This is an optimization exercise on Yosys and OpenROAD, whose aim is small area, a short achievable clock period and few clock cycles per item, not a production implementation.
At most, simulation tests tie the RTL to the original design; equivalence was not proved.
For runs 2 to 4, only the layout was checked, not whether the RTL still works.
No activity file was given, so power comes from the tool's default toggle rates.

$ cat flow/run.sh
#!/bin/bash
set -euo pipefail
bash standard.sh SETUP_SLACK_MARGIN=7.9 "BUFFER_PORTS_ARGS=-buffer_cell sky130_fd_sc_hd__buf_1" finish > standard.log 2>&1
$ cat design.v
typedef enum logic [2:0] {
  SEW8=0,
  SEW16=1,
  SEW32=2,
  SEW64=3
} RVVSEW;
typedef enum logic [2:0] {
  LMUL1=0,
  LMUL2=1,
  LMUL4=2,
  LMUL8=3,
  LMULRESERVED=4,
  LMUL1_8=5,  
  LMUL1_4=6,  
  LMUL1_2=7   
} RVVLMUL;
typedef enum logic [1:0] {
  RNU = 0,
  RNE = 1,
  RDN = 2,
  ROD = 3
} RVVXRM;
typedef struct packed {
  logic [$clog2(128)+1-1:0]         vl;        
  logic [$clog2(128)-1:0]     vstart;
  logic [1-1:0]  ma;         
  logic [1-1:0]  ta;         
  RVVXRM                        xrm;       
  RVVSEW                        sew;
  RVVLMUL                       lmul;
} RVVConfigState;
typedef enum logic [1:0] {
  LOAD=0,
  STORE=1,
  RVV=2
} RVVOpCode;
typedef struct packed {
  RVVOpCode             opcode;    
  logic [24:0]          bits;      
} RVVInstruction;
typedef struct packed {
  RVVOpCode             opcode;
  logic [24:0]          bits;
  logic [31:0]          rs1;
  RVVConfigState        arch_state;
} RVVCmd;
typedef enum logic [2:0] {
  ALU,
  MUL,
  MAC,
  PMT,
  RDT,
  CMP,
  DIV,
  LSU
} EXE_UNIT_e;
  parameter  OPIVV=3'b000;       
  parameter  OPFVV=3'b001;       
  parameter  OPMVV=3'b010;       
  parameter  OPIVI=3'b011;       
  parameter  OPIVX=3'b100;       
  parameter  OPFVF=3'b101;       
  parameter  OPMVX=3'b110;       
  parameter  OPCFG=3'b111;       
  parameter VADD            =   6'b000_000;
  parameter VSUB            =   6'b000_010;
  parameter VRSUB           =   6'b000_011;
  parameter VMINU           =   6'b000_100;
  parameter VMIN            =   6'b000_101;
  parameter VMAXU           =   6'b000_110;
  parameter VMAX            =   6'b000_111;
  parameter VAND            =   6'b001_001;
  parameter VOR             =   6'b001_010;
  parameter VXOR            =   6'b001_011;
  parameter VRGATHER        =   6'b001_100;
  parameter VSLIDEUP_RGATHEREI16    =   6'b001_110;
  parameter VSLIDEDOWN      =   6'b001_111;
  parameter VADC            =   6'b010_000;
  parameter VMADC           =   6'b010_001;
  parameter VSBC            =   6'b010_010;
  parameter VMSBC           =   6'b010_011;
  parameter VMERGE_VMV      =   6'b010_111;      
  parameter VMSEQ           =   6'b011_000;
  parameter VMSNE           =   6'b011_001;
  parameter VMSLTU          =   6'b011_010;
  parameter VMSLT           =   6'b011_011;
  parameter VMSLEU          =   6'b011_100;
  parameter VMSLE           =   6'b011_101;
  parameter VMSGTU          =   6'b011_110;
  parameter VMSGT           =   6'b011_111;
  parameter VSADDU          =   6'b100_000;
  parameter VSADD           =   6'b100_001;
  parameter VSSUBU          =   6'b100_010;
  parameter VSSUB           =   6'b100_011;
  parameter VSLL            =   6'b100_101;
  parameter VSMUL_VMVNRR    =   6'b100_111;      
  parameter VSRL            =   6'b101_000;
  parameter VSRA            =   6'b101_001;
  parameter VSSRL           =   6'b101_010;
  parameter VSSRA           =   6'b101_011;
  parameter VNSRL           =   6'b101_100;
  parameter VNSRA           =   6'b101_101;
  parameter VNCLIPU         =   6'b101_110;
  parameter VNCLIP          =   6'b101_111;
  parameter VWREDSUMU       =   6'b110_000;
  parameter VWREDSUM        =   6'b110_001;   
  parameter VREDSUM         =   6'b000_000;
  parameter VREDAND         =   6'b000_001;
  parameter VREDOR          =   6'b000_010;
  parameter VREDXOR         =   6'b000_011;
  parameter VREDMINU        =   6'b000_100;
  parameter VREDMIN         =   6'b000_101;
  parameter VREDMAXU        =   6'b000_110;
  parameter VREDMAX         =   6'b000_111;
  parameter VAADDU          =   6'b001_000;
  parameter VAADD           =   6'b001_001;
  parameter VASUBU          =   6'b001_010;
  parameter VASUB           =   6'b001_011;
  parameter VSLIDE1UP       =   6'b001_110;
  parameter VSLIDE1DOWN     =   6'b001_111;
  parameter VWXUNARY0       =   6'b010_000;      
  parameter VXUNARY0        =   6'b010_010;      
  parameter VMUNARY0        =   6'b010_100;      
  parameter VCOMPRESS       =   6'b010_111;
  parameter VMANDN          =   6'b011_000;
  parameter VMAND           =   6'b011_001;
  parameter VMOR            =   6'b011_010;
  parameter VMXOR           =   6'b011_011;
  parameter VMORN           =   6'b011_100;
  parameter VMNAND          =   6'b011_101;
  parameter VMNOR           =   6'b011_110;
  parameter VMXNOR          =   6'b011_111;
  parameter VDIVU           =   6'b100_000;
  parameter VDIV            =   6'b100_001;
  parameter VREMU           =   6'b100_010;
  parameter VREM            =   6'b100_011;
  parameter VMULHU          =   6'b100_100;
  parameter VMUL            =   6'b100_101;
  parameter VMULHSU         =   6'b100_110;
  parameter VMULH           =   6'b100_111;
  parameter VMADD           =   6'b101_001;
  parameter VNMSUB          =   6'b101_011;
  parameter VMACC           =   6'b101_101;
  parameter VNMSAC          =   6'b101_111;
  parameter VWADDU          =   6'b110_000;
  parameter VWADD           =   6'b110_001;
  parameter VWSUBU          =   6'b110_010;
  parameter VWSUB           =   6'b110_011;
  parameter VWADDU_W        =   6'b110_100;
  parameter VWADD_W         =   6'b110_101;
  parameter VWSUBU_W        =   6'b110_110;
  parameter VWSUB_W         =   6'b110_111;
  parameter VWMULU          =   6'b111_000;
  parameter VWMULSU         =   6'b111_010;
  parameter VWMUL           =   6'b111_011;
  parameter VWMACCU         =   6'b111_100;
  parameter VWMACC          =   6'b111_101;
  parameter VWMACCUS        =   6'b111_110;
  parameter VWMACCSU        =   6'b111_111;  
  parameter VMV_X_S         =   5'b00000;
  parameter VCPOP           =   5'b10000;
  parameter VFIRST          =   5'b10001;
  parameter VMV_S_X         =   5'b00000;   
  parameter VZEXT_VF4       =   5'b00100;
  parameter VSEXT_VF4       =   5'b00101;
  parameter VZEXT_VF2       =   5'b00110;
  parameter VSEXT_VF2       =   5'b00111;
  parameter VMSBF           =   5'b00001;
  parameter VMSOF           =   5'b00010;
  parameter VMSIF           =   5'b00011;
  parameter VIOTA           =   5'b10000;
  parameter VID             =   5'b10001;
typedef enum logic [1:0] {
  US,          
  IU,          
  CS,          
  IO           
} LSU_MOP_e;
typedef enum logic [1:0] {
  US_US,          
  US_WR,          
  US_MK,          
  US_FF           
} LSU_UMOP_e;
  parameter  UNIT_STRIDE       = 3'b000;
  parameter  UNORDERED_INDEX   = 3'b001;
  parameter  CONSTANT_STRIDE   = 3'b010;
  parameter  ORDERED_INDEX     = 3'b011;
  parameter  US_REGULAR        = 5'b00000;
  parameter  US_WHOLE_REGISTER = 5'b01000;
  parameter  US_MASK           = 5'b01011;
  parameter  US_FAULT_FIRST    = 5'b10000;
typedef enum logic [0:0] {
  IS_LOAD,        
  IS_STORE        
} LSU_IS_STORE_e;
typedef enum logic [0:0] {
  IS_SEGMENT,
  NONE      
} LSU_IS_SEG_e;
typedef struct packed {
  LSU_MOP_e         lsu_mop;
  LSU_UMOP_e        lsu_umop;
  LSU_IS_STORE_e    lsu_is_store;
  LSU_IS_SEG_e      lsu_is_seg;
} LSU_TYPE_t;
typedef union packed {
  logic   [6-1:0]         ari_funct6;
  LSU_TYPE_t                          lsu_funct6;
} FUNCT6_u;
typedef enum logic [2:0] {
  VVV,
  XVV,
  VVX,
  VXX,
  XVX,
  XXV,
  XXX
} UOP_CLASS_e;
typedef enum logic [3:0] {
  EMUL1,
  EMUL2,
  EMUL3,
  EMUL4,
  EMUL5,
  EMUL6,
  EMUL7,
  EMUL8,
  EMUL_NONE      
} EMUL_e;
typedef enum logic [2:0] {
  EEW_NONE,     
  EEW1,
  EEW8, 
  EEW16,
  EEW32
} EEW_e;
  parameter NREG1 = 3'b000;  
  parameter NREG2 = 3'b001;
  parameter NREG4 = 3'b011;
  parameter NREG8 = 3'b111;
  parameter NF1 = 3'b000;  
  parameter NF2 = 3'b001;
  parameter NF3 = 3'b010;
  parameter NF4 = 3'b011;
  parameter NF5 = 3'b100;
  parameter NF6 = 3'b101;
  parameter NF7 = 3'b110;
  parameter NF8 = 3'b111;
typedef struct packed {
  logic   [3-1:0]         uop_funct3;
  FUNCT6_u                            uop_funct6;
  EXE_UNIT_e                          uop_exe_unit; 
  UOP_CLASS_e                         uop_class;   
  RVVConfigState                      vector_csr;  
  logic   [$clog2(128)+1-1:0]             vs_evl;              
  logic                               ignore_vma;
  logic                               ignore_vta;
  logic                               force_vma_agnostic;  
  logic                               force_vta_agnostic;  
  logic                               vm;                  
  logic                               v0_valid;            
  logic   [5-1:0]  vd_index;            
  EEW_e                               vd_eew;  
  logic                               vd_valid;
  logic                               vs3_valid;           
  logic   [5-1:0]  vs1;              
  EEW_e                               vs1_eew;            
  logic                               vs1_index_valid;
  logic                               vs1_opcode_valid;
  logic   [5-1:0]  vs2_index; 	         
  EEW_e                               vs2_eew;
  logic                               vs2_valid;
  logic   [5-1:0]  rd_index; 	         
  logic                               rd_index_valid; 
  logic   [32-1:0] 	              rs1_data;            
  logic        	                      rs1_data_valid;                                
  logic   [$clog2(8)-1:0]      uop_index;           
  logic                               first_uop_valid;     
  logic                               last_uop_valid;      
  logic   [$clog2(8)-1:0]      seg_field_index;     
} UOP_QUEUE_t;    
typedef enum logic [1:0] {
  NOT_CHANGE = 2'b00,          
  TAIL       = 2'b01,          
  BODY_INACTIVE = 2'b10,       
  BODY_ACTIVE   = 2'b11        
} BYTE_TYPE_e;
typedef enum logic [0:0] {
  VRF,
  XRF
} W_DATA_TYPE_e;
typedef enum logic [1:0] {
  TRAP_DECODE,              
  TRAP_LSU,                 
  TRAP_LSU_FF               
} TRAP_INFO_e;
typedef BYTE_TYPE_e [(128/8)-1:0]      BYTE_TYPE_t;
typedef struct packed {
  logic   [$clog2(8)-1:0]      rob_entry;
  FUNCT6_u                            uop_funct6;  
  logic   [3-1:0]         uop_funct3;
  logic   [$clog2(128)-1:0]         vstart;
  logic   [$clog2(128)+1-1:0]             vl;       
  logic                               vm;               
  RVVXRM                              vxrm;       
  logic   [128-1:0]                 v0_data;
  logic                               v0_data_valid;
  logic   [128-1:0]                 vd_data;
  logic                               vd_data_valid;
  EEW_e                               vd_eew;  
  logic   [5-1:0]  vs1;              
  logic   [128-1:0]                 vs1_data;           
  logic                               vs1_data_valid; 
  logic   [128-1:0]                 vs2_data;	        
  logic                               vs2_data_valid;  
  EEW_e                               vs2_eew;
  logic   [32-1:0] 	              rs1_data;        
  logic        	                      rs1_data_valid;                                   
  logic   [$clog2(8)-1:0]      uop_index;      
} ALU_RS_t;    
typedef struct packed {
  logic   [$clog2(8)-1:0]      rob_entry;
  FUNCT6_u                            uop_funct6;
  logic   [3-1:0]         uop_funct3;
  logic   [128-1:0]                 vs1_data;           
  logic                               vs1_data_valid; 
  logic   [128-1:0]                 vs2_data;	        
  logic                               vs2_data_valid;  
  EEW_e                               vs2_eew;
  logic   [32-1:0] 	              rs1_data;     
  logic        	                      rs1_data_valid;                                   
} DIV_RS_t; 
typedef struct packed {   
  logic   [$clog2(8)-1:0]      rob_entry;
  FUNCT6_u                            uop_funct6;
  logic   [3-1:0]         uop_funct3;
  RVVXRM                              vxrm;       
  logic   [128-1:0]                 vs1_data;           
  logic                               vs1_data_valid; 
  logic   [128-1:0]                 vs2_data;	        
  logic                               vs2_data_valid; 
  EEW_e                               vs2_eew;  
  logic   [128-1:0]                 vs3_data;	 
  logic                               vs3_data_valid; 
  logic   [32-1:0] 	              rs1_data;          
  logic          	                    rs1_data_valid;   
  logic   [$clog2(8)-1:0]      uop_index; 
} MUL_RS_t;    
typedef struct packed {   
  logic   [$clog2(8)-1:0]      rob_entry;
  EXE_UNIT_e                          uop_exe_unit; 
  FUNCT6_u                            uop_funct6;
  logic   [3-1:0]         uop_funct3;
  logic   [$clog2(128)-1:0]         vstart;
  logic   [$clog2(128)+1-1:0]             vl;       
  logic   [$clog2(128)+1-1:0]             vlmax;       
  logic                               vm;               
  logic   [128-1:0]                 v0_data;
  logic                               v0_data_valid;
  logic   [128-1:0]                 vs1_data;          
  EEW_e                               vs1_eew;
  logic                               vs1_data_valid; 
  logic   [128-1:0]                 vs2_data;	        
  EEW_e                               vs2_eew;
  BYTE_TYPE_t                         vs2_type;
  logic                               vs2_data_valid; 
  logic   [128-1:0]                 vs3_data;	 
  logic                               vs3_data_valid; 
  logic   [32-1:0] 	              rs1_data;         
  logic        	                      rs1_data_valid;
  logic                               first_uop_valid;     
  logic                               last_uop_valid;     
  logic   [$clog2(8)-1:0]      uop_index;      
} PMT_RDT_RS_t;    
typedef struct packed {   
  logic                               vidx_valid; 
  logic   [5-1:0]  vidx_addr;
  logic   [128-1:0]                 vidx_data;             
  logic                               vregfile_read_valid; 
  logic   [5-1:0]  vregfile_read_addr;
  logic   [128-1:0]                 vregfile_read_data;    
  logic                               v0_valid;
  logic   [(128/8)-1:0]                v0_data;               
} UOP_RVV2LSU_t;    
typedef struct packed {
  logic   [$clog2(8)-1:0]      rob_entry;
  logic   [128-1:0]                 w_data;              
  logic                               w_valid;
  logic   [(128/8)-1:0]                vsaturate;
} PU2ROB_t;  
typedef struct packed {   
  logic                               valid;
  logic   [$clog2(8)-1:0]      rob_entry;
  LSU_IS_STORE_e                      lsu_class; 
  logic	[5-1:0] 	  vregfile_write_addr;  
} LSU_MAP_INFO_t; 
typedef struct packed {   
  logic                               vregfile_write_valid;
  logic	[5-1:0] 	  vregfile_write_addr;  
  logic	[128-1:0] 			          	vregfile_write_data;  	 
  logic                               lsu_vstore_last;
} UOP_LSU2RVV_t;  
typedef struct packed {
  logic                               w_valid;             
  logic [128-1:0]                   w_data;              
  logic [(128/8)-1:0]                  vsaturate;
} RES_ROB_t;
typedef struct packed {
  logic   [5-1:0]  w_index;             
  W_DATA_TYPE_e                       w_type;              
  BYTE_TYPE_t                         byte_type;           
  RVVConfigState                      vector_csr;          
  logic                               last_uop_valid;
} DP2ROB_t;
typedef struct packed {
  logic                               valid;               
  logic                               w_valid;             
  logic   [5-1:0]  w_index;             
  W_DATA_TYPE_e                       w_type;              
  logic   [128-1:0]                 w_data;              
  BYTE_TYPE_t                         byte_type;           
  RVVConfigState                      vector_csr;          
} ROB2DP_t;
typedef struct packed {
  logic                               w_valid;             
  logic   [5-1:0]  w_index;             
  logic   [128-1:0]                 w_data;              
  W_DATA_TYPE_e                       w_type;              
  BYTE_TYPE_t                         vd_type;             
  logic                               trap_flag;           
  RVVConfigState                      vector_csr;          
  logic   [(128/8)-1:0]                vxsaturate;          
} ROB2RT_t;  
typedef struct packed {
  logic                               valid;               
  DP2ROB_t                            uop_info;            
  RES_ROB_t                           uop_res;             
  logic                               uop_done;            
  logic                               trap;
} ROB_t;
typedef struct packed {
  logic   [5-1:0]  rt_index; 
  logic   [32-1:0]                 rt_data; 
}RT2XRF_t;
typedef struct packed {
  logic   [5-1:0]  rt_index; 
  logic   [128-1:0]                 rt_data;
  logic   [(128/8)-1:0]                rt_strobe; 
}RT2VRF_t;
typedef struct packed {
  logic   [$clog2(8)-1:0]      trap_uop_rob_entry;
} TRAP_t;  
typedef enum logic [0:0]{
  DIV_SIGN, 
  DIV_ZERO
} DIV_SIGN_SRC_e;   
module rvv_div #(
  parameter int K   = 1,          
  parameter int ADD = 1           
) (
  input  logic         clk,
  input  logic         rst_n,
  input  logic         in_valid,
  input  logic [2:0]   in_rob_entry,
  input  logic [5:0]   in_funct6,
  input  logic [2:0]   in_funct3,
  input  logic [2:0]   in_eew,
  input  logic [127:0] in_vs1,
  input  logic [127:0] in_vs2,
  input  logic [31:0]  in_rs1,
  output logic         out_valid,
  output logic [2:0]   out_rob_entry,
  output logic [127:0] out_data,
  input  logic         out_ready
);
  localparam int CW = 5;          
  function automatic logic [127:0] seg_neg(input logic [127:0] x,
                                           input logic [15:0]  neg,
                                           input logic [15:0]  st);
    logic [15:0] lo;
    logic        p;
    for (int j = 0; j < 16; j++) begin
      if (st[j] || j == 0) lo[j] = 1'b0;
      else                 lo[j] = lo[j-1] | (|x[8*(j-1) +: 8]);
    end
    for (int j = 0; j < 16; j++) begin
      p = lo[j];
      for (int b = 0; b < 8; b++) begin
        seg_neg[8*j+b] = x[8*j+b] ^ (neg[j] & p);
        p = p | x[8*j+b];
      end
    end
  endfunction
  function automatic logic [71:0] add36(input logic [35:0] a, input logic [35:0] b);
    logic [35:0] g, p, c;
    if (ADD == 0) begin
      logic [36:0] t;
      t = {1'b0, a} + {1'b0, b};
      c = {t[36], t[35:1] ^ a[35:1] ^ b[35:1]};
      add36 = {c, t[35:0]};
    end else begin
      g = a & b;
      p = a ^ b;
      if (ADD == 1) begin
        for (int l = 1; l < 36; l = l * 2)
          for (int i = 2*l-1; i < 36; i = i + 2*l) begin
            g[i] = g[i] | (p[i] & g[i-l]);
            p[i] = p[i] & p[i-l];
          end
        for (int l = 16; l >= 1; l = l / 2)
          for (int i = 3*l-1; i < 36; i = i + 2*l) begin
            g[i] = g[i] | (p[i] & g[i-l]);
            p[i] = p[i] & p[i-l];
          end
      end else begin
        for (int k = 0; k < 6; k++)
          for (int i = 0; i < 36; i++)
            if ((i >> k) & 1) begin
              g[i] = g[i] | (p[i] & g[((i >> k) << k) - 1]);
              p[i] = p[i] & p[((i >> k) << k) - 1];
            end
      end
      add36 = {g, a ^ b ^ {g[34:0], 1'b0}};
    end
  endfunction
  logic        i_e8, i_e16, i_sgn, i_rem, i_vx;
  logic [15:0] i_st;              
  logic [15:0] i_sa, i_sb;        
  logic [15:0] i_sv;              
  logic        i_sr;              
  logic [31:0] i_rx;              
  logic [127:0] i_d;
  assign i_e8  = ~in_eew[2] & ~in_eew[0];
  assign i_e16 = ~in_eew[2] &  in_eew[0];
  assign i_sgn = in_funct6[0];
  assign i_rem = in_funct6[1];
  assign i_vx  = in_funct3[2];
  assign i_sr = i_sgn & (i_e8 ? in_rs1[7] : i_e16 ? in_rs1[15] : in_rs1[31]);
  assign i_rx = in_rs1 ^ {32{~i_sr}};
  always_comb begin
    for (int j = 0; j < 16; j++) begin
      i_st[j] = i_e8 | (i_e16 & (j % 2 == 0)) | (j % 4 == 0);
      i_sa[j] = i_sgn & (i_e8 ? in_vs2[8*j+7] : i_e16 ? in_vs2[8*(j|1)+7] : in_vs2[8*(j|3)+7]);
      i_sv[j] = i_sgn & (i_e8 ? in_vs1[8*j+7] : i_e16 ? in_vs1[8*(j|1)+7] : in_vs1[8*(j|3)+7]);
      i_sb[j] = i_vx ? i_sr : i_sv[j];
      i_d[8*j +: 8] = i_vx ? (i_e8  ? i_rx[7:0] :
                              i_e16 ? i_rx[8*(j%2) +: 8] : i_rx[8*(j%4) +: 8])
                           : in_vs1[8*j +: 8] ^ {8{~i_sv[j]}};
    end
  end
  function automatic logic mag_bit(input logic [127:0] a, input logic neg,
                                   input int lsb, input int w, input int s);
    logic below;
    below = 1'b0;
    for (int i = lsb; i < lsb + w - 1 - s; i++) below = below | a[i];
    mag_bit = a[lsb+w-1-s] ^ (neg & below);
  endfunction
  function automatic logic or_bits(input logic [127:0] a, input int lo, input int n);
    or_bits = 1'b0;
    for (int i = lo; i < lo + n; i++) or_bits = or_bits | a[i];
  endfunction
  logic [15:0] i_qn [K];
  logic [15:0] i_bo;              
  always_comb begin
    for (int j = 0; j < 16; j++) i_bo[j] = |in_vs2[8*j +: 8];
    for (int j = 0; j < 16; j++)
      if (j % 2 == 1)
        i_qn[0][j] = mag_bit(in_vs2, i_sa[j], 8*j, 8, 0);
      else if (j % 4 == 2)
        i_qn[0][j] = i_e8 ? mag_bit(in_vs2, i_sa[j], 8*j, 8, 0) :
                            mag_bit(in_vs2, i_sa[j], 8*j, 16, 0);
      else
        i_qn[0][j] = i_e8  ? mag_bit(in_vs2, i_sa[j], 8*j, 8, 0) :
                     i_e16 ? mag_bit(in_vs2, i_sa[j], 8*j, 16, 0) :
                     in_vs2[8*j+31] & ~(i_sa[j] & (i_bo[j] | i_bo[j+1] | i_bo[j+2] |
                                                   or_bits(in_vs2, 8*j+24, 7)));
  end
  logic [127:0]  d_q;             
  logic [15:0]   ci_q;            
  logic [15:0]   sa_q;            
  logic [15:0]   sx_q, sy_q;      
  logic          e8_q, e16_q, rem_q;
  logic [2:0]    rob_q;
  always_ff @(posedge clk) begin
    d_q   <= i_d;
    ci_q  <= ~i_sb;
    sa_q  <= i_sa;
    for (int j = 0; j < 16; j++) begin
      sx_q[j] <= i_st[j] ? ~i_sb[j] : 1'b1;
      sy_q[j] <= i_st[j] ? ~i_sb[j] : 1'b0;
    end
    e8_q  <= i_e8;
    e16_q <= i_e16;
    rem_q <= i_rem;
    rob_q <= in_rob_entry;
  end
  logic          run_q, fix_q, done_q;
  logic          nsel_q;          
  logic [15:0]   nflag_q;         
  logic [CW-1:0] cnt_q;
  logic [127:0]  q_q;             
  logic [127:0]  t_q;             
  logic [15:0]   rm_q;            
  logic [127:0]  q_it, t_it, r_it, rf, nx;
  logic [15:0]   qn;              
  logic          idle, need_fix, to_fix, fixn_q;
  assign idle = ~run_q & ~fix_q & ~done_q;
  assign need_fix = fixn_q;
  assign to_fix   = run_q & (cnt_q == '0) & need_fix;
  always_ff @(posedge clk or negedge rst_n) begin
    if (!rst_n) begin
      run_q  <= 1'b0;
      fix_q  <= 1'b0;
      done_q <= 1'b0;
      cnt_q  <= '0;
    end else if (run_q) begin
      cnt_q <= cnt_q - 1'b1;
      if (cnt_q == '0) begin
        run_q  <= 1'b0;
        fix_q  <= need_fix;
        done_q <= ~need_fix;
      end
    end else if (fix_q) begin
      fix_q  <= 1'b0;
      done_q <= 1'b1;
    end else if (done_q) begin
      if (out_ready) done_q <= 1'b0;
    end else if (in_valid) begin
      run_q <= 1'b1;
      cnt_q <= i_e8 ? CW'(8/K - 1) : i_e16 ? CW'(16/K - 1) : CW'(32/K - 1);
    end
  end
  always_ff @(posedge clk) begin
    fixn_q  <= rem_q | (|neg);    
    nsel_q  <= to_fix & rem_q;
    nflag_q <= idle ? i_sa : to_fix ? neg : 16'h0;
    for (int i = 0; i < 128; i++)
      if (idle) t_q[i] <= (i % 8 == 0) & i_st[i/8] & i_qn[0][i/8];
      else      t_q[i] <= t_it[i];
    for (int j = 0; j < 16; j++) rm_q[j] <= r_it[8*j+7];
    if (idle)       q_q <= in_vs2;
    else if (run_q) q_q <= q_it;
    else            q_q <= nx;
  end
  always_comb
    for (int i = 0; i < 128; i++)
      if (i % 8 == 7 && (i == 127 || st[i/8+1])) rf[i] = rm_q[i/8];
      else                                       rf[i] = t_q[i+1];
  always_comb
    for (int j = 0; j < 16; j++)
      qn[j] = e8_q ? nx[8*j+6] : e16_q ? nx[8*(j|1)+6] : nx[8*(j|3)+6];
  logic [15:0] st, d1, bz, neg;
  always_comb
    for (int j = 0; j < 16; j++)
      st[j] = (j % 4 == 0) | sy_q[j] | ~sx_q[j];
  always_comb begin
    for (int j = 0; j < 16; j++) d1[j] = &d_q[8*j +: 8];
    for (int j = 0; j < 16; j++) begin
      bz[j]  = ci_q[j] & (e8_q ? d1[j] : e16_q ? d1[j & ~1] & d1[j | 1] : &d1[(j & ~3) +: 4]);
      neg[j] = rem_q ? sa_q[j] : (sa_q[j] ^ ~ci_q[j]) & ~bz[j];
    end
  end
  assign nx = seg_neg(nsel_q ? rf : q_q, nflag_q, st);
  logic [127:0] sm;
  logic [15:0]  co, acc;
  logic [35:0]  ga, gb;
  logic [71:0]  gs;
  always_comb begin
    for (int g = 0; g < 4; g++) begin
      ga = '0;
      gb = '0;
      ga[0] = 1'b1;
      gb[0] = ci_q[4*g];
      for (int k = 0; k < 4; k++) begin
        ga[1+9*k +: 8] = t_q[32*g+8*k +: 8];
        gb[1+9*k +: 8] = d_q[32*g+8*k +: 8];
        if (k > 0) begin
          ga[9*k] = sx_q[4*g+k];
          gb[9*k] = sy_q[4*g+k];
        end
      end
      gs = add36(ga, gb);
      for (int k = 0; k < 4; k++) begin
        sm[32*g+8*k +: 8] = gs[1+9*k +: 8];
        co[4*g+k] = gs[36 + 9*(k+1) - 1];
      end
    end
    for (int j = 0; j < 16; j++) begin
      acc[j] = e8_q ? co[j] : e16_q ? co[j|1] : co[j|3];
      r_it[8*j +: 8] = acc[j] ? sm[8*j +: 8] : t_q[8*j +: 8];
    end
    for (int i = 0; i < 128; i++)
      if (i % 8 == 0 && (i == 0 || st[i/8])) t_it[i] = qn[i/8];
      else                                   t_it[i] = r_it[i-1];
    for (int i = 0; i < 128; i++)
      if (i % 8 == 0 && (i == 0 || st[i/8])) q_it[i] = acc[i/8];
      else                                   q_it[i] = nx[i-1];
  end
  assign out_valid     = done_q;
  assign out_rob_entry = rob_q;
  assign out_data      = q_q;
endmodule
$ cat standard.sh
#!/bin/bash
# synth_recipe.tcl (not shown) runs the flow's synth.tcl, then flattens the netlist and writes it again
# the make line also repeats each setting of config.mk as NAME=value (left out here)
make -C /OpenROAD-flow-scripts/flow DESIGN_CONFIG=/design/flow/config.mk WORK_HOME=/design/flow/orfs CLKGATE_MAP_FILE= SYNTH_SCRIPT=/design/flow/synth_recipe.tcl "${@:-finish}"
$ cat constraint.sdc
create_clock -name core_clock -period 11.5 [get_ports {clk}]
set_input_delay 2.3000 -clock core_clock [delete_from_list [all_inputs] [get_ports {clk}]]
set_output_delay 2.3000 -clock core_clock [all_outputs]
set_load 0.01 [all_outputs]
$ cat config.mk
export PLATFORM = sky130hd
export DESIGN_NAME = rvv_div
export DESIGN_NICKNAME = rvv_div
export VERILOG_FILES = /design/flow/design.v
export SDC_FILE = /design/flow/constraint.sdc
export NUM_CORES = 8
export LEC_CHECK = 0
export CAP_MARGIN = 30
export CORE_MARGIN = 2
export CORE_UTILIZATION = 55
export CTS_CLUSTER_DIAMETER = 80
export CTS_CLUSTER_SIZE = 20
export SLEW_MARGIN = 30
==> impl_metrics.json, run 1 <==
{
  "synth_top_family_by_area": "compound AO/OA/AOI/OAI gates",
  "dpl.hpwl_mm": 80.0,
  "syn_area_per_cell_sq_um": 8.47,
  "worst_setup_path_end_kind": "register",
  "start_util_pct": 55.5,
  "p_seq_share_pct": 31.7,
  "startpoint_type": "input port",
  "async_flop_share_pct": 1.64,
  "max_freq_mhz": 272,
  "worstSkewPairLatency_ps": 590,
  "p_sw_share_pct": 45.2,
  "drt_iter0_drc": 2220,
  "grt_pass1_vias": 27400,
  "tightest_slew_ps": 1010,
  "intPower_mw": 5.30,
  "hp-class": "reg2reg",
  "finalCritPeriodShare_pct": 32.0,
  "place_congestion": 0.922,
  "period_needed_ps": 3670,
  "netlist.area_leader.share_pct": 31.5,
  "synth_nets": 4128,
  "synth_edf_count": 0,
  "synth_most_common_cell": "dfxtp_1",
  "clock_power_share_pct": 14.3,
  "gr-total-overflow": 0,
  "layout_setup_ws_ps": 7830,
  "yosys_register_bits": 488,
  "syn_area_sq_um": 30500,
  "synth-compound-area-share_pct": 19.0,
  "slew_viol_final": 0,
  "cts.sinks": 488,
  "drive_gt1_share_pct": 10.7,
  "root_buffer": "clkbuf_16",
  "clk_pin_slew_worst_paths_ps": 90,
  "die_w_microns": 240,
  "dieHeight_microns": 240,
  "cts_tree": "done",
  "vias_per_cell": 6.06,
  "crit_required_ps": 11950,
  "path_cells": "clkbuf_4 -> buf_12 -> or2_4 -> buf_12 -> clkinv_16 -> buf_4 -> mux2i_4 -> xnor2_2 -> nand2_4 -> o21ai_0",
  "netlist_instances": 3603,
  "worst_path_most_repeated_cell": "buf_12",
  "synthTopCellsByArea": "dfxtp_1 31%, xnor2_1 7.8%, mux2i_1 7.3%",
  "clk_path_buf_depth": 3,
  "dieArea_sq_um": 57400,
  "regArea_sq_um": 9850,
  "antenna_found_initial": 12,
  "grtUsageTotal_pct": 37.1,
  "synthAdderAreaFrac_pct": 10.6,
  "vias": 29000,
  "status": "no timing/DRC/antenna violations",
  "critical_path_buf_inv_count": 5,
  "path_class": "in2reg",
  "ir_drop_v": 0.000174,
  "first_pass_iters": 6,
  "synth-main-ff-cell": "dfxtp_1",
  "final_nets": 4532,
  "p_per_area_nw_per_um2": 270,
  "grt_pass1_wl_mm": 162,
  "yosysTopAreaCell": "dfxtp_1",
  "fin_skew_ps": 17.4,
  "max_stage_delay_ps": 290,
  "core_area_sq_um": 55000,
  "crit_slowest_cell": "mux2i_4",
  "fillCellCount": 4756,
  "ioPinCount": 439,
  "p_leak_nw": 14.2,
  "multi_input_area_sq_um": 20400,
  "yosysWarnings": 15,
  "pre_cts_slack_ps": 6150,
  "power.switching_mw": 4.36,
  "synth_common_cells": "480 x dfxtp_1, 369 x nor2_1, 334 x nand2_1",
  "grt_start_max_net_pins": 87,
  "hold_viol_final": 0,
  "cap_viol_max_count": 0,
  "ant_nets": 0,
  "syn_to_final_growth_pct": 17.4,
  "synthMuxAreaShare_pct": 9.14,
  "drc": 0,
  "synth_xor_area_share_pct": 9.88,
  "critPathMaxFanout": 8,
  "synthDistinctLibCells": 84,
  "routed_wl_mm": 111,
  "num_rows": 86,
  "finalSetupTns_ps": 0,
  "relSlewSlack_pct": 32.9,
  "cp_top_family": "buffers and inverters",
  "combPwrFrac_pct": 54.0,
  "cts_buffers": 36,
  "synthSimpleGateAreaFrac_pct": 15.4,
  "worst_ep_arrival_time_ps": 4120,
  "finalSetupViolations": 0,
  "rsz0062_at_grt": "yes",
  "wl_per_cell_microns": 23.3,
  "htree_levels": 2,
  "numPortBuffers": 431,
  "ys_seq_area_share_pct": 32.2,
  "holdBufCountCts": 0
}
## state kept, by name (all words and copies together), names as in the netlist, 3 cells and up
| name | flops |
|---|---|
| rm_q | 16 |
| sx_q | 12 |
| cnt_q | 5 |
| t_q | 128 |
| sy_q | 12 |
| q_q | 128 |
| nflag_q | 16 |
| sa_q | 16 |
| ci_q | 16 |
| d_q | 128 |
| rob_q | 3 |
## power groups by stage
stage / Combinational (mW) / Sequential, mW / Clock [mW]
floorplan: 3.59 / 2.92 / 0
global placement: 4.64 / 3.05 / 0
detailed placement: 4.79 / 3.07 / 0
CTS: 5.02 / 3.03 / 1.39
global route: 5.78 / 3.13 / 1.46
finish: 5.22 / 3.06 / 1.38
## worst reg2reg max path: stages (launching register included)
cell,delay (ps)
dfxtp_1,380
inv_1,70
fa_1,420
nor2b_1,180
o211ai_1,120
buf_4,160
a311o_1,320
a311oi_4,360
a21o_1,220
nand4_1,170
nand2_2,150
a21o_1,120
a21o_1,130
fa_1,400
mux2i_1,140
nor2_1,50
## cell families after synthesis
kind of cell	after synthesis
simple gates	1042
fa+ha+maj	218
compound gates	945
buf+inv	294
mux	272
flops	488
xor+xnor	344
## routing by layer
layer  vias to the layer above  global-route usage (%)  wire, microns
met4                        10                    19.0           6090
li1                      13600                       -              -
met5                         -                       0             62
met1                     13900                    46.3          44300
met2                      1259                    61.4          51700
met3                       272                    6.74           9190
## layout by cell type (no fill, tap or decap), drive strengths merged, types with 17 or more instances in the layout
master    n
nor4     32
a211oi   97
a21o     71
inv     111
xor2     71
a21oi   279
clkbuf   49
nand2b   32
nand4    47
mux2i   222
nor3     66
ha      150
nor2    369
o21a     17
nand2   336
mux2     50
fa       68
nand3    58
buf     536
o31ai    31
dfxtp   480
o21ai   303
o211ai   23
or3      18
and2     28
xnor2   273
## stage by stage
step / std cells / cell area, sq um / hold WS [ps] / utilization (%) / power, mW
3_5_place_dp: 4633 / 32700 / 470 / 59.5 / 7.85
4_1_cts: 4739 / 34900 / 478 / 63.5 / 9.43
3_3_place_gp: 4633 / 32700 / 477 / 59.5 / 7.69
5_1_grt: 4779 / 35800 / 504 / 65.1 / 10.4
2_1_floorplan: 3603 / 30700 / 445 / - / 6.50
6_report: 4788 / 35800 / 494 / 65.1 / 9.66
## final cells by class
class / instances / share of cell area (%)
Clock inverter: 21 / 0.615
Tap cell: 748 / 2.61
Antenna cell: 9 / 0.0629
Inverter: 111 / 1.26
Multi-Input combinational cell: 2823 / 57.1
Timing Repair Buffer: 546 / 8.15
Clock buffer: 41 / 2.71
Timing Repair inverter: 1 / 0.0314
Sequential cell: 488 / 27.5
## worst paths after layout
kind	to	cells after the start	slack, ps	from
max in group asynchronous	run_q	1	9510	rst_n
min in group asynchronous	run_q	1	1640	rst_n
min reg2reg	t_q[65]	2	490	t_q[64]
min	t_q[65]	2	490	t_q[64]
max reg2reg	t_q[123]	15	7970	ci_q[12]
max	d_q[43]	10	7830	in_eew[0]
## timing repair
| item | in CTS | in global routing |
|---|---|---|
| cloned | 2 | 8 |
| buffers inserted | 42 | 32 |
| setup endpoints to repair | 329 | 231 |
| resized for setup | 122 | 111 |
| pin swaps | 15 | 19 |
Testbench counts, summed over its fixed seeds: cycles 693,362, uops 32,000.
==> run 2, diff against run 1 <==
--- a/design.v
+++ b/design.v
@@ -579,6 +579,7 @@
   logic [127:0]  d_q;             
   logic [15:0]   ci_q;            
   logic [15:0]   sa_q;            
+  logic [15:0]   st_q;            
   logic [15:0]   sx_q, sy_q;      
   logic          e8_q, e16_q, rem_q;
   logic [2:0]    rob_q;
@@ -586,6 +587,7 @@
     d_q   <= i_d;
     ci_q  <= ~i_sb;
     sa_q  <= i_sa;
+    st_q  <= i_st;
     for (int j = 0; j < 16; j++) begin
       sx_q[j] <= i_st[j] ? ~i_sb[j] : 1'b1;
       sy_q[j] <= i_st[j] ? ~i_sb[j] : 1'b0;
@@ -641,7 +643,7 @@
     for (int j = 0; j < 16; j++) rm_q[j] <= r_it[8*j+7];
     if (idle)       q_q <= in_vs2;
     else if (run_q) q_q <= q_it;
-    else            q_q <= nx;
+    else if (fix_q) q_q <= nx;
   end
   always_comb
     for (int i = 0; i < 128; i++)
@@ -651,9 +653,7 @@
     for (int j = 0; j < 16; j++)
       qn[j] = e8_q ? nx[8*j+6] : e16_q ? nx[8*(j|1)+6] : nx[8*(j|3)+6];
   logic [15:0] st, d1, bz, neg;
-  always_comb
-    for (int j = 0; j < 16; j++)
-      st[j] = (j % 4 == 0) | sy_q[j] | ~sx_q[j];
+  assign st = st_q;
   always_comb begin
     for (int j = 0; j < 16; j++) d1[j] = &d_q[8*j +: 8];
     for (int j = 0; j < 16; j++) begin
==> flow/run.sh (replaced) <==
#!/bin/bash
set -euo pipefail
bash standard.sh SETUP_SLACK_MARGIN=8.05 "BUFFER_PORTS_ARGS=-buffer_cell sky130_fd_sc_hd__buf_1" finish > standard.log 2>&1
==> config.mk (replaced) <==
export PLATFORM = sky130hd
export DESIGN_NAME = rvv_div
export DESIGN_NICKNAME = rvv_div
export VERILOG_FILES = /design/flow/design.v
export SDC_FILE = /design/flow/constraint.sdc
export NUM_CORES = 8
export LEC_CHECK = 0
export CAP_MARGIN = 40
export CORE_MARGIN = 2
export CORE_UTILIZATION = 45
export CTS_CLUSTER_DIAMETER = 80
export CTS_CLUSTER_SIZE = 20
export SLEW_MARGIN = 40
==> impl_metrics.json, run 2 <==
{
  "cp_top_family": "flip-flops",
  "clock_power_share_pct": 12.4,
  "syn_area_sq_um": 32100,
  "netlist.area_leader.share_pct": 22.0,
  "p_seq_share_pct": 30.0,
  "htree_levels": 2,
  "intPower_mw": 6.03,
  "syn_to_final_growth_pct": 22.7,
  "core_area_sq_um": 70400,
  "slew_viol_final": 0,
  "ir_drop_v": 0.000242,
  "numPortBuffers": 431,
  "worst_setup_path_end_kind": "output port",
  "first_pass_iters": 6,
  "p_leak_nw": 15.6,
  "drc": 0,
  "p_sw_share_pct": 45.5,
  "drive_gt1_share_pct": 18.0,
  "synthDistinctLibCells": 89,
  "vias": 30700,
  "combPwrFrac_pct": 57.6,
  "ys_seq_area_share_pct": 34.6,
  "antenna_found_initial": 28,
  "cap_viol_max_count": 0,
  "clk_path_buf_depth": 3,
  "die_w_microns": 271,
  "finalSetupTns_ps": 0,
  "path_cells": "buf_1",
  "status": "no timing/DRC/antenna violations",
  "ant_nets": 0,
  "grt_pass1_wl_mm": 184,
  "yosysTopAreaCell": "dfxtp_1",
  "num_rows": 97,
  "layout_commonest_cell": "buf_1",
  "synth_common_cells": "353 x dfxtp_1, 345 x nand2_1, 314 x o21ai_0",
  "fin_util_pct": 56.0,
  "fin_skew_ps": 29.4,
  "path_class": "reg2out",
  "max_stage_delay_ps": 590,
  "synth-main-ff-cell": "dfxtp_1",
  "cts_buffers": 36,
  "crit_slowest_cell": "edfxtp_1",
  "worstSkewPairLatency_ps": 600,
  "grt_pass1_vias": 29200,
  "critPathMaxFanout": 2,
  "netlist_instances": 3656,
  "async_flop_share_pct": 1.64,
  "hold_viol_final": 0,
  "rsz0062_at_grt": "yes",
  "root_buffer": "clkbuf_16",
  "vias_per_cell": 5.92,
  "drt_iter0_drc": 2895,
  "relSlewSlack_pct": 42.7,
  "final_cell_mix": "323 x buf_1, 318 x dfxtp_1, 301 x nand2_1, 288 x nor2_1, 278 x xnor2_1",
  "start_util_pct": 45.6,
  "reg.largest.list": "d_q (128), q_q (128), t_q (128)",
  "multi_input_area_sq_um": 21000,
  "clk_pin_slew_worst_paths_ps": 90,
  "worst_ep_arrival_time_ps": 1390,
  "dieHeight_microns": 271,
  "gr-total-overflow": 0,
  "tightest_slew_ps": 850,
  "synthTopCellsByArea": "dfxtp_1 22%, edfxtp_1 12%, xnor2_1 7.7%",
  "yosysWarnings": 15,
  "p_per_area_nw_per_um2": 280,
  "max_freq_mhz": 271,
  "cts.sinks": 489,
  "synth_most_common_cell": "dfxtp_1",
  "synth_edf_count": 128,
  "fillCellCount": 6607,
  "ioPinCount": 439,
  "finalCritPeriodShare_pct": 32.1,
  "grt_start_max_net_pins": 80,
  "final_nets": 4723,
  "finalSetupViolations": 0,
  "wl_per_cell_microns": 24.7,
  "crit_required_ps": 9200,
  "synth_nets": 4169,
  "startpoint_type": "register",
  "cts_tree": "done",
  "holdBufCountCts": 0,
  "dpl.hpwl_mm": 92.7,
  "period_needed_ps": 3690,
  "syn_area_per_cell_sq_um": 8.79,
  "routed_wl_mm": 128,
  "power.switching_mw": 5.03,
  "hp-class": "reg2reg",
  "grtUsageTotal_pct": 33.2,
  "place_congestion": 0.959,
  "regArea_sq_um": 11200,
  "yosys_register_bits": 489,
  "dieArea_sq_um": 73600,
  "critical_path_buf_inv_count": 1
}
==> run 2: cell count changes after synthesis, moves of 21 or more <==
cell | before | now
inv_1 | 109 | 147
nor2_1 | 369 | 298
edfxtp_1 | 0 | 128
dfxtp_1 | 480 | 353
a211oi_1 | 97 | 74
and3_1 | 4 | 25
o21ai_0 | 286 | 314
==> run 2: worst reg2reg max path: cells and delay by family (launching register included) <==
family | cells | cell delay (ps)
buf+inv | 3 | 1610
simple gates | 3 | 920
flops | 1 | 420
compound gates | 1 | 410
==> run 2: layer usage <==
layer,vias up,wire [microns],track usage (%)
met5,-,42,0
met4,6,6850,16.8
met3,322,9290,4.27
met2,1325,59600,54.6
met1,14900,52200,42.9
li1,14200,-,-
==> run 2: final cells by class <==
class | instances | share of cell area (%)
clock buffers | 49 | 2.51
multi-input cells | 2832 | 53.3
well taps | 940 | 2.98
repair buffers | 700 | 10.8
repair inverters | 1 | 0.0413
inverters | 150 | 1.52
clock inverters | 15 | 0.397
diodes | 16 | 0.102
flip-flops and latches | 489 | 28.4
==> run 2: cell families after synthesis <==
logic type	Yosys count	synth area share (%)
AO/OA/AOI/OAI	1008	19.4
XOR/XNOR	346	9.46
adder cells (fa/ha/maj)	206	9.61
buffers and inverters	337	4.18
flip-flops	489	34.6
multiplexers	259	8.32
AND/OR/NAND/NOR	1011	14.5
==> run 2: worst paths after layout <==
check	startpoint	endpoint	slack (ps)	cells after the start
worst min register to register	t_q[32]	t_q[33]	490	2
worst max-delay path	q_q[103]	out_data[103]	7810	1
worst max register to register	done_q	t_q[16]	8030	7
min in group asynchronous	rst_n	cnt_q[1]	1630	1
max in group asynchronous	rst_n	run_q	9490	1
worst min-delay path	t_q[32]	t_q[33]	490	2
==> run 2: power groups by stage <==
stage / registers, mW / logic [mW] / clock network, mW
6_report: 3.31 / 6.37 / 1.37
5_1_grt: 3.37 / 6.99 / 1.43
4_1_cts: 3.26 / 5.92 / 1.37
3_3_place_gp: 3.38 / 5.24 / 0
3_5_place_dp: 3.38 / 5.34 / 0
2_1_floorplan: 3.16 / 3.90 / 0
==> run 2: per-stage QoR <==
step	instance area (sq um)	std cells	total power, mW	setup slack, ps	hold WS (ps)
6_report	39400	5192	11.1	7810	488
2_1_floorplan	32600	3656	7.06	7700	438
4_1_cts	37900	5086	10.6	7830	489
3_5_place_dp	34800	4875	8.72	6400	469
3_3_place_gp	34700	4875	8.62	6270	476
5_1_grt	39400	5188	11.8	7740	501
==> run 2: timing repair <==
| item | CTS | global route |
|---|---|---|
| setup endpoints to repair | 527 | 282 |
| setup buffers | 141 | 86 |
| pin swaps | 13 | 46 |
| gates cloned | 6 | 4 |
| resized for setup | 170 | 239 |
==> run 3, diff against run 2 <==
==> flow/run.sh (replaced) <==
#!/bin/bash
set -euo pipefail
bash standard.sh SETUP_SLACK_MARGIN=7.75 "BUFFER_PORTS_ARGS=-buffer_cell sky130_fd_sc_hd__buf_1" finish > standard.log 2>&1
==> impl_metrics.json, run 3 <==
{
  "status": "no timing/DRC/antenna violations",
  "pre_cts_slack_ps": 5990,
  "p_leak_nw": 14.0,
  "placed_cell_area_sq_um": 34600,
  "hp-class": "reg2reg",
  "grt_pass1_wl_mm": 180,
  "relSlewSlack_pct": 39.2,
  "reg.largest.list": "d_q (128), q_q (128), t_q (128)",
  "ir_drop_v": 0.000195,
  "antenna_found_initial": 18,
  "slew_viol_final": 0,
  "crit_required_ps": 11990,
  "regToRegEndpoint": "t_q[112]",
  "ioPinCount": 439,
  "yosysTopAreaCell": "dfxtp_1",
  "r2r_cells": 11,
  "synthDistinctLibCells": 89,
  "clk_path_buf_depth": 3,
  "vias": 29500,
  "final_cell_mix": "425 x buf_1, 342 x dfxtp_1, 328 x nand2_1, 300 x o21ai_0, 290 x nor2_1",
  "worstSkewPairLatency_ps": 610,
  "layout_setup_ws_ps": 7780,
  "worst_ep_arrival_time_ps": 4200,
  "critPathMaxFanout": 2,
  "async_flop_share_pct": 1.64,
  "finalSetupViolations": 0,
  "hold_start": "t_q[86]",
  "cts_tree": "done",
  "max_freq_mhz": 269,
  "netlist.area_leader.share_pct": 22.0,
  "p_total_mw": 10.3,
  "cap_viol_max_count": 0,
  "layout_commonest_cell": "buf_1",
  "gr-total-overflow": 0,
  "rsz0062_at_grt": "yes",
  "path_class": "in2reg",
  "holdPathStages": 2,
  "clk_pin_slew_worst_paths_ps": 90,
  "grtUsageTotal_pct": 32.4,
  "ys_seq_area_share_pct": 34.6,
  "die_w_microns": 271,
  "fillCellCount": 6918,
  "dieArea_sq_um": 73600,
  "cts.sinks": 489,
  "num_rows": 97,
  "drc": 0,
  "dpl.hpwl_mm": 92.0,
  "worst_setup_path_end_kind": "register",
  "synth_most_common_cell": "dfxtp_1",
  "finalSetupTns_ps": 0,
  "min_to": "t_q[87]",
  "tightest_slew_ps": 906,
  "synth_nets": 4169,
  "htree_levels": 2,
  "start_util_pct": 45.6,
  "whs_ps": 489,
  "drive_gt1_share_pct": 7.57,
  "numPortBuffers": 431,
  "hold_viol_final": 0,
  "period_needed_ps": 3720,
  "fin_area_sq_um": 36600,
  "routed_wl_mm": 123,
  "holdBufCountCts": 0,
  "drt_iter0_drc": 2418,
  "synth-main-ff-cell": "dfxtp_1",
  "syn_to_final_growth_pct": 13.8,
  "netlist_instances": 3656,
  "yosysWarnings": 15,
  "fin_skew_ps": 43.9,
  "dieHeight_microns": 271,
  "grt_start_max_net_pins": 82,
  "place_congestion": 0.952,
  "synth_common_cells": "353 x dfxtp_1, 345 x nand2_1, 314 x o21ai_0",
  "grt_pass1_vias": 28300,
  "synthTopCellsByArea": "dfxtp_1 22%, edfxtp_1 12%, xnor2_1 7.7%",
  "vias_per_cell": 5.95,
  "cts_buffers": 36,
  "r2r_start": "st_q[13]",
  "syn_area_sq_um": 32100,
  "synth_edf_count": 128,
  "yosys_register_bits": 489,
  "finalCritPeriodShare_pct": 32.3,
  "root_buffer": "clkbuf_16",
  "p_per_area_nw_per_um2": 281,
  "core_area_sq_um": 70400,
  "r2r_setup_slack_ps": 7860,
  "syn_area_per_cell_sq_um": 8.79,
  "final_nets": 4501,
  "wl_per_cell_microns": 24.9,
  "first_pass_iters": 6,
  "ant_nets": 0,
  "startpoint_type": "input port"
}
==> run 3: changes by cell type in the layout (fill, tap and decap cells not counted), moves of 10 or more <==
| cell | previous run | this run |
|---|---|---|
| nor3_1 | 62 | 72 |
| buf_1 | 323 | 425 |
| o21ai_1 | 76 | 25 |
| buf_4 | 238 | 27 |
| nand2_2 | 40 | 17 |
| a21oi_1 | 268 | 281 |
| dfxtp_1 | 318 | 342 |
| ha_1 | 128 | 138 |
| nand2_1 | 301 | 328 |
| dfxtp_2 | 25 | 10 |
| clkbuf_2 | 87 | 2 |
| buf_6 | 25 | 9 |
| o21ai_0 | 236 | 300 |
==> run 3: cell type report <==
| cell class | instances | area (sq um) | share of cell area (%) |
|---|---|---|---|
| flip-flops and latches | 489 | 11100 | 30.5 |
| clock buffers | 49 | 1040 | 2.86 |
| repair buffers | 479 | 2250 | 6.15 |
| inverters | 150 | 597 | 1.63 |
| clock inverters | 15 | 144 | 0.394 |
| well taps | 940 | 1180 | 3.22 |
| repair inverters | 1 | 11.3 | 0.0308 |
| diodes | 10 | 25.0 | 0.0685 |
| multi-input cells | 2831 | 20200 | 55.2 |
==> run 3: repair_timing <==
item | CTS | global route
setup buffers | 8 | 4
setup endpoints to repair | 312 | 133
cloned | 3 | 2
pin swaps | 4 | 11
gates resized for setup | 59 | 57
==> run 3: cells by family (layout without fill, tap and decap cells) <==
logic type	after synthesis	count (layout)	share of synthesized area, %
AO/OA/AOI/OAI	1008	1008	19.4
AND/OR/NAND/NOR	1011	1012	14.5
multiplexers	259	259	8.32
flip-flops	489	489	34.6
adder cells (fa/ha/maj)	206	206	9.61
XOR/XNOR	346	346	9.46
buffers and inverters	337	694	4.18
other	0	10	0
==> run 3: per-stage QoR <==
stage,utilization (%),std cells
5_1_grt,51.9,4962
3_3_place_gp,49.0,4872
2_1_floorplan,-,3656
3_5_place_dp,49.1,4872
4_1_cts,51.4,4947
6_report,51.9,4964
==> run 3: power by group <==
part           total, mW  leakage [nW]  internal [mW]  switching (mW)
Sequential          3.34          4.39           2.60           0.743
Combinational       5.52          9.07           2.23            3.28
Clock               1.40         0.590          0.681           0.718
==> run 3: layer usage <==
metal | track usage, % | vias to the layer above | share of wire, %
met5 | 0 | - | 0
met4 | 14.7 | 0 | 4.6
met3 | 5.76 | 246 | 7.6
met2 | 53.2 | 1186 | 47
met1 | 41.7 | 14400 | 41
li1 | - | 13800 | -
==> run 3: worst max-delay path by stage <==
stage               start       end
6_report       in_vs2[91]   t_q[80]
5_1_grt          d_q[103]  t_q[117]
4_1_cts        in_vs2[43]   t_q[32]
3_5_place_dp    in_eew[2]   t_q[48]
3_3_place_gp    in_eew[2]   t_q[48]
2_1_floorplan  in_vs2[11]    t_q[0]
==> run 3: critical path: stages <==
cell and delay, ps:
buf_1 90, nor4_1 340, nand2_1 210, nor3_1 550, nor2_1 110, xor2_1 160, a211o_1 320, o311a_1 120
==> run 4, diff against run 3 <==
--- a/design.v
+++ b/design.v
@@ -477,18 +477,22 @@
   localparam int CW = 5;          
   function automatic logic [127:0] seg_neg(input logic [127:0] x,
                                            input logic [15:0]  neg,
-                                           input logic [15:0]  st);
-    logic [15:0] lo;
-    logic        p;
+                                           input logic [15:0]  st,
+                                           input logic         skip);
+    logic [15:0]  lo;
+    logic [127:0] xo;
+    logic         p;
+    for (int i = 0; i < 128; i++)
+      xo[i] = x[i] & ~(skip & (i % 8 == 0) & (i == 0 || st[i/8]));
     for (int j = 0; j < 16; j++) begin
       if (st[j] || j == 0) lo[j] = 1'b0;
-      else                 lo[j] = lo[j-1] | (|x[8*(j-1) +: 8]);
+      else                 lo[j] = lo[j-1] | (|xo[8*(j-1) +: 8]);
     end
     for (int j = 0; j < 16; j++) begin
       p = lo[j];
       for (int b = 0; b < 8; b++) begin
         seg_neg[8*j+b] = x[8*j+b] ^ (neg[j] & p);
-        p = p | x[8*j+b];
+        p = p | xo[8*j+b];
       end
     end
   endfunction
@@ -561,7 +565,37 @@
     for (int i = lo; i < lo + n; i++) or_bits = or_bits | a[i];
   endfunction
   logic [15:0] i_qn [K];
+  logic [15:0] i_qm;              
   logic [15:0] i_bo;              
+  logic [15:0] i_da, i_dh;        
+  logic [15:0] i_d1, i_dz;        
+  logic [15:0] i_q1, i_r1;        
+  always_comb begin
+    for (int j = 0; j < 16; j++) begin
+      i_da[j] = &i_d[8*j +: 8];
+      i_dh[j] = &i_d[8*j+1 +: 7];
+    end
+    for (int j = 0; j < 16; j++) begin
+      logic hi;
+      hi = (j % 2 == 1) ? i_dh[j] :
+           (j % 4 == 2) ? i_dh[j] & (i_e8 | i_da[j+1]) :
+                          i_dh[j] & (i_e8 | i_da[j+1]) & (i_e8 | i_e16 | (i_da[j+2] & i_da[j+3]));
+      i_d1[j] = hi & (i_d[8*j] == i_sb[j]);
+      i_dz[j] = hi & i_d[8*j] & ~i_sb[j];
+      i_q1[j] = i_dz[j] | (i_d1[j] & i_qn[0][j]);
+      i_r1[j] = i_qn[0][j] & ~i_d1[j];
+    end
+    for (int j = 0; j < 16; j++)
+      if (j % 2 == 1)
+        i_qm[j] = mag_bit(in_vs2, i_sa[j], 8*j, 8, 1);
+      else if (j % 4 == 2)
+        i_qm[j] = i_e8 ? mag_bit(in_vs2, i_sa[j], 8*j, 8, 1) :
+                         mag_bit(in_vs2, i_sa[j], 8*j, 16, 1);
+      else
+        i_qm[j] = i_e8  ? mag_bit(in_vs2, i_sa[j], 8*j, 8, 1) :
+                  i_e16 ? mag_bit(in_vs2, i_sa[j], 8*j, 16, 1) :
+                          mag_bit(in_vs2, i_sa[j], 8*j, 32, 1);
+  end
   always_comb begin
     for (int j = 0; j < 16; j++) i_bo[j] = |in_vs2[8*j +: 8];
     for (int j = 0; j < 16; j++)
@@ -579,7 +613,6 @@
   logic [127:0]  d_q;             
   logic [15:0]   ci_q;            
   logic [15:0]   sa_q;            
-  logic [15:0]   st_q;            
   logic [15:0]   sx_q, sy_q;      
   logic          e8_q, e16_q, rem_q;
   logic [2:0]    rob_q;
@@ -587,7 +620,6 @@
     d_q   <= i_d;
     ci_q  <= ~i_sb;
     sa_q  <= i_sa;
-    st_q  <= i_st;
     for (int j = 0; j < 16; j++) begin
       sx_q[j] <= i_st[j] ? ~i_sb[j] : 1'b1;
       sy_q[j] <= i_st[j] ? ~i_sb[j] : 1'b0;
@@ -597,7 +629,7 @@
     rem_q <= i_rem;
     rob_q <= in_rob_entry;
   end
-  logic          run_q, fix_q, done_q;
+  logic          run_q, fix_q, done_q, first_q;
   logic          nsel_q;          
   logic [15:0]   nflag_q;         
   logic [CW-1:0] cnt_q;
@@ -630,7 +662,7 @@
       if (out_ready) done_q <= 1'b0;
     end else if (in_valid) begin
       run_q <= 1'b1;
-      cnt_q <= i_e8 ? CW'(8/K - 1) : i_e16 ? CW'(16/K - 1) : CW'(32/K - 1);
+      cnt_q <= i_e8 ? CW'(8 - 2) : i_e16 ? CW'(16 - 2) : CW'(32 - 2);
     end
   end
   always_ff @(posedge clk) begin
@@ -638,12 +670,16 @@
     nsel_q  <= to_fix & rem_q;
     nflag_q <= idle ? i_sa : to_fix ? neg : 16'h0;
     for (int i = 0; i < 128; i++)
-      if (idle) t_q[i] <= (i % 8 == 0) & i_st[i/8] & i_qn[0][i/8];
+      if (idle) t_q[i] <= (i % 8 == 0) & i_st[i/8] & i_qm[i/8] |
+                          (i % 8 == 1) & i_st[i/8] & i_r1[i/8];
       else      t_q[i] <= t_it[i];
     for (int j = 0; j < 16; j++) rm_q[j] <= r_it[8*j+7];
-    if (idle)       q_q <= in_vs2;
+    first_q <= idle;
+    if (idle)
+      for (int i = 0; i < 128; i++)
+        q_q[i] <= (i % 8 == 0 && (i == 0 || i_st[i/8])) ? i_q1[i/8] : in_vs2[i-1];
     else if (run_q) q_q <= q_it;
-    else if (fix_q) q_q <= nx;
+    else            q_q <= nx;
   end
   always_comb
     for (int i = 0; i < 128; i++)
@@ -653,7 +689,9 @@
     for (int j = 0; j < 16; j++)
       qn[j] = e8_q ? nx[8*j+6] : e16_q ? nx[8*(j|1)+6] : nx[8*(j|3)+6];
   logic [15:0] st, d1, bz, neg;
-  assign st = st_q;
+  always_comb
+    for (int j = 0; j < 16; j++)
+      st[j] = (j % 4 == 0) | sy_q[j] | ~sx_q[j];
   always_comb begin
     for (int j = 0; j < 16; j++) d1[j] = &d_q[8*j +: 8];
     for (int j = 0; j < 16; j++) begin
@@ -661,7 +699,7 @@
       neg[j] = rem_q ? sa_q[j] : (sa_q[j] ^ ~ci_q[j]) & ~bz[j];
     end
   end
-  assign nx = seg_neg(nsel_q ? rf : q_q, nflag_q, st);
+  assign nx = seg_neg(nsel_q ? rf : q_q, nflag_q, st, first_q);
   logic [127:0] sm;
   logic [15:0]  co, acc;
   logic [35:0]  ga, gb;
==> flow/run.sh (replaced) <==
#!/bin/bash
set -euo pipefail
bash standard.sh SETUP_SLACK_MARGIN=7.9 "BUFFER_PORTS_ARGS=-buffer_cell sky130_fd_sc_hd__buf_1" finish > standard.log 2>&1
==> impl_metrics.json, run 4 <==
{
  "max_freq_mhz": 207,
  "drc": 0,
  "path_cells": "clkbuf_16 -> buf_12 -> mux2_4 -> buf_6 -> buf_6 -> buf_6 -> a2111o_1 -> o2111ai_2 -> o31ai_2 -> nor4_2 -> o211ai_1 -> buf_4 -> nor4_4 -> o221a_2 -> nor2b_4 -> o2bb2ai_2",
  "fin_util_pct": 57.9,
  "combPwrFrac_pct": 58.1,
  "cts_buffers": 36,
  "intPower_mw": 5.93,
  "vias_per_cell": 6.23,
  "synth_edf_count": 0,
  "p_total_mw": 11.2,
  "numPortBuffers": 431,
  "status": "no timing/DRC/antenna violations",
  "cts_tree": "done",
  "clk_path_buf_depth": 3,
  "whs_ps": 488,
  "cap_viol_max_count": 0,
  "finalSetupTns_ps": 0,
  "worstSkewPairLatency_ps": 610,
  "core_area_sq_um": 74600,
  "power.switching_mw": 5.29,
  "final_nets": 5123,
  "ioPinCount": 439,
  "grtUsageTotal_pct": 36.5,
  "synthDistinctLibCells": 107,
  "hold_viol_final": 0,
  "fin_skew_ps": 31.4,
  "htree_levels": 2,
  "drive_gt1_share_pct": 20.7,
  "crit_slowest_cell": "a2111o_1",
  "yosysTopAreaCell": "dfxtp_1",
  "p_sw_share_pct": 47.1,
  "reg.largest.list": "d_q (128), q_q (128), t_q (128)",
  "async_flop_share_pct": 1.64,
  "critPathMaxFanout": 4,
  "hp-class": "reg2reg",
  "grt_pass1_vias": 31700,
  "relSlewSlack_pct": 39.9,
  "layout_commonest_cell": "dfxtp_1",
  "finalSetupViolations": 0,
  "num_rows": 100,
  "syn_area_per_cell_sq_um": 8.38,
  "netlist_instances": 4050,
  "dpl.hpwl_mm": 110,
  "first_pass_iters": 8,
  "final_cell_count_no_fill": 5597,
  "fin_area_sq_um": 43200,
  "p_seq_share_pct": 29.2,
  "slew_viol_final": 0,
  "start_util_pct": 45.5,
  "placed_cells": 5277,
  "grt_pass1_wl_mm": 212,
  "worst_path_most_repeated_cell": "buf_6",
  "cts.sinks": 489,
  "path_class": "in2reg",
  "netlist.area_leader.share_pct": 28.4,
  "p_leak_nw": 16.7,
  "place_congestion": 0.984,
  "cp_top_family": "compound AO/OA/AOI/OAI gates",
  "synth_nets": 4575,
  "ir_drop_v": 0.000110,
  "syn_to_final_growth_pct": 27.1,
  "yosysWarnings": 16,
  "gr-total-overflow": 0,
  "wl_per_cell_microns": 26.7,
  "pre_cts_slack_ps": 4550,
  "worst_setup_path_end_kind": "register",
  "ant_nets": 0,
  "dieHeight_microns": 279,
  "ys_seq_area_share_pct": 28.9,
  "holdBufCountCts": 0,
  "antenna_found_initial": 8,
  "crit_required_ps": 12000,
  "clk_pin_slew_worst_paths_ps": 80,
  "layout_setup_ws_ps": 6660,
  "critical_path_buf_inv_count": 6,
  "finalCritPeriodShare_pct": 42.1,
  "p_per_area_nw_per_um2": 260,
  "yosys_register_bits": 489,
  "vias": 34900,
  "clock_power_share_pct": 12.7,
  "die_w_microns": 279,
  "dieArea_sq_um": 77700,
  "period_needed_ps": 4840,
  "worst_ep_arrival_time_ps": 5340,
  "startpoint_type": "input port",
  "root_buffer": "clkbuf_16",
  "tightest_slew_ps": 901,
  "final_cell_mix": "421 x dfxtp_1, 406 x buf_1, 340 x nor2_1, 310 x nand2_1, 252 x a21oi_1",
  "synth-main-ff-cell": "dfxtp_1",
  "placed_cell_area_sq_um": 36800,
  "rsz0062_at_grt": "yes",
  "synth_common_cells": "481 x dfxtp_1, 367 x nor2_1, 345 x nand2_1",
  "routed_wl_mm": 149,
  "synth_most_common_cell": "dfxtp_1",
  "drt_iter0_drc": 3855,
  "synthTopCellsByArea": "dfxtp_1 28%, mux2i_1 6.9%, xnor2_1 6.9%",
  "grt_start_max_net_pins": 155,
  "syn_area_sq_um": 34000,
  "max_stage_delay_ps": 460
}
run 4: tightest hold or removal path: cells and delay by family (launching register included):
kind / cells / cell delay (ps)
compound gates: 2 / 130
flops: 1 / 330
run 4: metal layers:
metal | global-route usage [%] | wire length (microns) | part of all wire, %
met2 | 55.2 | 64400 | 43
met3 | 7.79 | 16700 | 11
met5 | 0 | 50 | 0.034
met4 | 13.5 | 6710 | 4.5
met1 | 51.0 | 61400 | 41
run 4: final timing paths:
path	from	to	slack, ps	depth (start not counted)
max	in_eew[0]	t_q[1]	6660	16
min in group asynchronous	rst_n	done_q	1620	1
min reg2reg	t_q[96]	t_q[97]	490	2
max reg2reg	e8_q	fixn_q	7610	8
max in group asynchronous	rst_n	run_q	9540	1
min	t_q[96]	t_q[97]	490	2
run 4: power by group through the flow:
stage,clock (mW),combinational [mW],sequential [mW]
global placement,0,5.52,3.23
finish,1.43,6.51,3.27
CTS,1.44,6.11,3.20
floorplan,0,4.14,2.94
global route,1.49,7.13,3.32
detailed placement,0,5.63,3.23
run 4: logic make-up (layout without fill, tap and decap cells):
family | after synthesis | count (layout) | synth area share, %
compound gates | 1140 | 1140 | 22.1
xor+xnor | 354 | 354 | 9.13
fa+ha+maj | 229 | 229 | 9.86
buf+inv | 367 | 940 | 4.44
flops | 489 | 489 | 28.9
mux | 308 | 308 | 9.37
other cells | 0 | 3 | 0
simple gates | 1163 | 1165 | 16.1
run 4: layout make-up:
cell class                      count  area [sq um]
Multi-Input combinational cell   3196         25400
Tap cell                          969          1210
Timing Repair Buffer              726          4700
Clock inverter                     20           245
Sequential cell                   489          9960
Clock buffer                       45           976
Inverter                          148           607
Timing Repair inverter              1          8.76
Fill cell                        6807         31400
Antenna cell                        3          7.51
run 4: timing repair:
| action | CTS | global route |
|---|---|---|
| endpoints found under the setup margin | 351 | 187 |
| cloned | 11 | 2 |
| pin swaps | 106 | 147 |
| buffers inserted | 140 | 99 |
| gates resized for setup | 404 | 292 |

==> re-timing with driven ports <==
The results above use ideal ports. As a check the final layouts listed here were re-extracted and re-timed, cells and wires unchanged.
Step 1 (the two cells are an assumption about what drives the block):
set clk [get_ports {clk}]
set_driving_cell -lib_cell sky130_fd_sc_hd__clkbuf_16 $clk
set_driving_cell -lib_cell sky130_fd_sc_hd__buf_2 [delete_from_list [all_inputs] $clk]
Step 2, shift: input delay + t, output delay - t, t = (earliest + latest rising clock arrival at the registers) / 2. This alone moves slack from input paths to output paths.
Slacks: no drivers / after step 1 / after step 2; pairs: no drivers / after step 1.
run | t (ns) | setup slack, ns | worst hold slack (ns)
run 1 | 0.646 | 7.825 / 7.830 / 7.184 | 0.494 / 0.494 / 0.494
run 2 | 0.655 | 7.808 / 7.737 / 7.229 | 0.488 / 0.488 / 0.488
run 3 | 0.653 | 7.784 / 7.783 / 7.163 | 0.489 / 0.489 / 0.489
run 4 | 0.655 | 6.659 / 6.682 / 6.028 | 0.488 / 0.488 / 0.488
After both steps every run listed still meets setup and hold. The setup slack of run 1, which loses most, moves by +0.005 ns with the drivers and by -0.641 ns with both steps.
